From an optimization exercise on the open Yosys and OpenROAD flow, aimed at small area, a short achievable clock period and few clock cycles; shortcuts taken in it are not production practice. Only simulation tests tie the RTL to the original design; equivalence was not proved. The clock input has no modelled driver; a real chip could not lean on it and would need a root buffer or a full tree. Power is estimated from default activity; no workload was simulated.

job 1249:
Design fifo_conv_top, start of the top module:
module fifo_conv_top(
input clk,
input rst,
input data_valid,
input [7:0] data_i,
output wire idle,
output wire done,
output wire [15:0] data_o,
output wire conv_done
);
For scale: ~110 flip-flops, about 30 I/O pins.
export LEC_CHECK = 0
export CAP_MARGIN = 20
export CORE_MARGIN = 2
export CORE_UTILIZATION = 75
export PLACE_DENSITY = 0.85
export SETUP_SLACK_MARGIN = 3.2
export SLEW_MARGIN = 20
create_clock -name core_clock -period 5.0 [get_ports {clk}]
standard.sh (not shown) runs the stock make flow with config.mk's settings and CLKGATE_MAP_FILE= SYNTH_SCRIPT=/design/flow/synth_recipe.tcl, a recipe that flattens the netlist after the stock synthesis.
==> flow/flow/run.sh <==
#!/bin/bash
# Own layout flow: the standard flow (standard.sh, standard synthesis
# included) with a few extra ORFS settings read from flow/knobs.txt, one
# VAR=value per line. Each tool's full output stays in the ORFS logs under
# orfs/logs; make's own output goes to make_finish.log here.
set -euo pipefail
W=$(pwd)
knobs=()
if [[ -f flow/knobs.txt ]]; then
  while IFS= read -r line; do
    [[ -z "$line" || "$line" == \#* ]] && continue
    knobs+=("${line//@FLOW@/$W/flow}")
  done < flow/knobs.txt
fi
bash standard.sh "${knobs[@]}" finish > make_finish.log 2>&1
==> flow/flow/knobs.txt <==
CTS_ARGS=-sink_clustering_enable -repair_clock_nets -buf_list sky130_fd_sc_hd__clkbuf_8 -sink_clustering_size 50 -sink_clustering_max_diameter 200 -dont_use_dummy_load
BUFFER_PORTS_ARGS=-buffer_cell sky130_fd_sc_hd__buf_1
Testbench counts of job 1249, summed over its fixed seeds: cycles 1,624.
#### Input delta (job 911 over job 1249)
==> flow/flow/knobs.txt <==
CTS_ARGS=-sink_clustering_enable -repair_clock_nets -buf_list sky130_fd_sc_hd__clkbuf_8 -sink_clustering_size 50 -sink_clustering_max_diameter 200 -dont_use_dummy_load -sink_buffer_max_cap_derate 1.0
BUFFER_PORTS_ARGS=-buffer_cell sky130_fd_sc_hd__buf_1
diff --git a/flow/config.mk b/flow/config.mk
--- a/flow/config.mk
+++ b/flow/config.mk
@@ -11,3 +11,3 @@
 export PLACE_DENSITY = 0.85
-export SETUP_SLACK_MARGIN = 3.2
+export SETUP_SLACK_MARGIN = 3.1
 export SLEW_MARGIN = 20
--- outcome ---
Per the comparison of job 911 with job 1249, post-layout instance count excluding filler cells down about 1.9%; clock-cell share of area flat; area used by multi-input combinational logic down about 4%.
Input-level comparison between job 342 and job 911:
==> flow/flow/knobs.txt <==
CTS_ARGS=-sink_clustering_enable -repair_clock_nets -buf_list sky130_fd_sc_hd__clkbuf_8 -sink_clustering_size 50 -sink_clustering_max_diameter 200 -dont_use_dummy_load
BUFFER_PORTS_ARGS=-buffer_cell sky130_fd_sc_hd__buf_1
diff --git a/flow/config.mk b/flow/config.mk
--- a/flow/config.mk
+++ b/flow/config.mk
@@ -9,4 +9,3 @@
 export CORE_MARGIN = 2
-export CORE_UTILIZATION = 75
-export PLACE_DENSITY = 0.85
+export CORE_UTILIZATION = 40
 export SETUP_SLACK_MARGIN = 3.1
Results
- Effective utilization at floorplan down 38 points in job 342 wrt job 911
- Routing usage on met1: job 911 and job 342 compared, lower one is job 342
- Of the two candidates, job 911 has the better slack of the worst reg-to-reg path and job 342 the worse one.
- Re xor and xnor area share after synthesis: no difference whatsoever between job 342 and job 911.
Relative to job 342, the following input files were edited for job 8912:
diff --git a/flow/config.mk b/flow/config.mk
--- a/flow/config.mk
+++ b/flow/config.mk
@@ -9,4 +9,5 @@
 export CORE_MARGIN = 2
-export CORE_UTILIZATION = 40
-export SETUP_SLACK_MARGIN = 3.1
+export CORE_UTILIZATION = 75
+export PLACE_DENSITY = 0.85
+export SETUP_SLACK_MARGIN = 3.0
 export SLEW_MARGIN = 20
Findings:
Job 8912 completed; timing, DRC and antenna clean
Relative to job 342, critical path depth has increased by 1 in job 8912.
sky130_fd_sc_hd__edfxtp_1 as the cell with the largest stage delay on the worst path was reported by job 342, and sky130_fd_sc_hd__fa_1 by job 8912.
Clock share of power was lower in the run labelled job 8912.
Summary of job 8912 over job 342: post-synthesis cell area did not really move, area taken by flip-flops and latches shows no meaningful change.

---

## old
Starting RTL as in the previous note.
clock: 5.0 ns
lec_check: 0
cap_margin: 20
core_margin: 2
core_utilization: 75
place_density: 0.85
setup_slack_margin: 2.9
slew_margin: 20
==> flow/flow/knobs.txt <==
CTS_ARGS=-sink_clustering_enable -repair_clock_nets -buf_list sky130_fd_sc_hd__clkbuf_8 -sink_clustering_size 50 -sink_clustering_max_diameter 200 -dont_use_dummy_load
BUFFER_PORTS_ARGS=-buffer_cell sky130_fd_sc_hd__buf_1
Scripts as last shown in full above: flow/flow/run.sh
Testbench counts of old, summed over its fixed seeds: cycles 1,624.
## Diff of input files: new against old
- SETUP_SLACK_MARGIN changed from 2.9 to 3.1
==> flow/flow/knobs.txt <==
CTS_ARGS=-sink_clustering_enable -repair_clock_nets -buf_list sky130_fd_sc_hd__clkbuf_16 -sink_clustering_size 60 -sink_clustering_max_diameter 300 -dont_use_dummy_load -sink_buffer_max_cap_derate 1.0
BUFFER_PORTS_ARGS=-buffer_cell sky130_fd_sc_hd__buf_1
==> notes.md <==
Area growth from synthesis to layout, old and new: larger value in new. Higher switching power among old and new: new. old -> new: via total after detailed routing increased by a little under 10%. Clock power was higher in new than in old. Looking at fmax, new sits 1.6% higher than old does. Total power in new is 13% above old.

---

The RTL this note starts from:
==> flow/design.v <==
module fifo_conv_top(
input clk,
input rst,
input data_valid,
input [7:0] data_i,
output wire idle,
output wire done,
output wire [15:0] data_o,
output wire conv_done
);
assign idle = 1'b1;
reg [7:0] x;           
reg acc;               
reg [7:0] h0, h1;      
reg [2:0] col;         
reg [2:0] row;         
reg signed [10:0] pq;
reg emit;
reg signed [8:0] q0, q1, q2, q3, q4, q5;
reg signed [10:0] out_r;
reg vld_r, done_r;
wire signed [8:0] d = {1'b0, x} + {1'b1, h0} + 9'd1;    
wire last_col = col[2] & ~col[0];
wire row_full = row[2] & ~row[1];
wire upd = acc && col[1];    
always @(posedge clk) begin
  x <= data_i;
  acc <= data_valid;     
  pq <= q0 + (q3 <<< 1);
  out_r <= pq + q5;
  if (acc) begin
    h1 <= ~x;
    h0 <= h1;
  end
  if (upd) begin
    q0 <= q1; q1 <= q2; q2 <= q3; q3 <= q4; q4 <= q5; q5 <= d;
  end
  if (rst) begin
    col <= 3'd0;
    row <= 3'd0;
    emit <= 1'b0;
    vld_r <= 1'b0;
    done_r <= 1'b0;
  end else begin
    emit <= upd && (row[2] || row[1]);
    vld_r <= emit;
    done_r <= row_full;
    if (acc) begin
      col <= {col[1] & col[0], col[0], ~col[2]};
      if (last_col && !row_full) row <= {row[1], row[0], ~row[2]};
    end
  end
end
assign data_o = {{5{out_r[10]}}, out_r};
assign conv_done = vld_r;
assign done = done_r;
endmodule
clock: 5.0 ns
lec_check: 0
cap_margin: 20
core_margin: 2
core_utilization: 75
place_density: 0.85
setup_slack_margin: 3.15
slew_margin: 20
Scripts as last shown in full above: flow/flow/run.sh
Other scripts of this flow, unchanged in this note and not shown: flow/flow/knobs.txt, flow/flow/mcts.tcl
Testbench counts at the start, summed over its fixed seeds: cycles 1,624.
==> next run, changes <==
SETUP_SLACK_MARGIN = 3.0   (was 3.15)
Result: Final cell count went down by a few percent. Critical path depth went up by 1. Total power went down slightly. Synthesized cell count does not change. Routed wire length went down by roughly a tenth. Sequential share of layout area went up by 2.0 points. Global-route usage went down by 0.56 points. Sequential cell count stays the same. Via count went down by a few percent. Design area went down by a few percent.
==> next run, changes <==
SETUP_SLACK_MARGIN = 3.1   (was 3.0)
- synthesized area is unchanged
- fmax grows by 0.94%
- register-to-register slack is better by 0.02 ns
- cell area grows by 1.6%
- wire length grows by 3.9%
- hold slack is about the same
- cell count grows by 1.0%
- setup slack is better by 0.018 ns
- sequential cell count stays the same
- global-route usage grows by 0.13 points
- total power grows by 0.65%
==> next run, changes <==
CORE_UTILIZATION = 78   (was 75)
PLACE_DENSITY = 0.88   (was 0.85)
After rerunning:
- via count rises by a few percent
- sequential power stays flat
- total power rises slightly
In every run of this note, the design's own scripts or RTL, not TritonCTS, make the clock network.

## port drivers added, routing unchanged
How much do the figures lean on ideal ports? The routed layouts below were timed once more, with nothing changed but the port constraints. Step 1 (the two cells are an assumption about what drives the block):
set clk [get_ports {clk}]
set_driving_cell -lib_cell sky130_fd_sc_hd__clkbuf_16 $clk
set_driving_cell -lib_cell sky130_fd_sc_hd__buf_2 [delete_from_list [all_inputs] $clk]
Step 2 also shifts input and output timing later by t, the mid clock arrival at the registers, as if the neighbouring blocks saw the same clock. Slacks: ideal ports / drivers / drivers and shift; pairs: ideal ports / drivers.
run | t (ns) | setup WS [ns] | hold WS [ns] | slew at the worst register clock pin (ns) | cell pins on the clock port's net
job 1249 | 0.398 | 3.102 / 3.074 / 3.102 | 0.357 / 0.357 / 0.357 | 0.09 / 0.09 | 1
job 911 | 0.380 | 3.134 / 3.128 / 3.134 | 0.352 / 0.352 / 0.352 | 0.10 / 0.10 | 1
job 342 | 0.387 | 3.107 / 3.107 / 3.107 | 0.357 / 0.357 / 0.357 | 0.09 / 0.09 | 1
job 8912 | 0.381 | 3.052 / 3.051 / 3.052 | 0.354 / 0.354 / 0.354 | 0.09 / 0.09 | 1
old | 0.383 | 2.973 / 2.973 / 2.973 | 0.346 / 0.346 / 0.346 | 0.10 / 0.10 | 1
new | 0.364 | 3.005 / 3.005 / 3.005 | 0.352 / 0.352 / 0.352 | 0.07 / 0.07 | 1
the first run of note 3 | 0.233 | 3.078 / 3.078 / 3.078 | 0.420 / 0.421 / 0.421 | 0.10 / 0.10 | 4
the second run of note 3 | 0.232 | 3.069 / 3.069 / 3.069 | 0.420 / 0.420 / 0.420 | 0.10 / 0.10 | 4
the third run of note 3 | 0.233 | 3.087 / 3.087 / 3.087 | 0.419 / 0.419 / 0.419 | 0.10 / 0.10 | 4
the fourth run of note 3 | 0.230 | 3.103 / 3.103 / 3.103 | 0.361 / 0.361 / 0.361 | 0.10 / 0.10 | 4
After both steps every run listed still meets setup and hold.
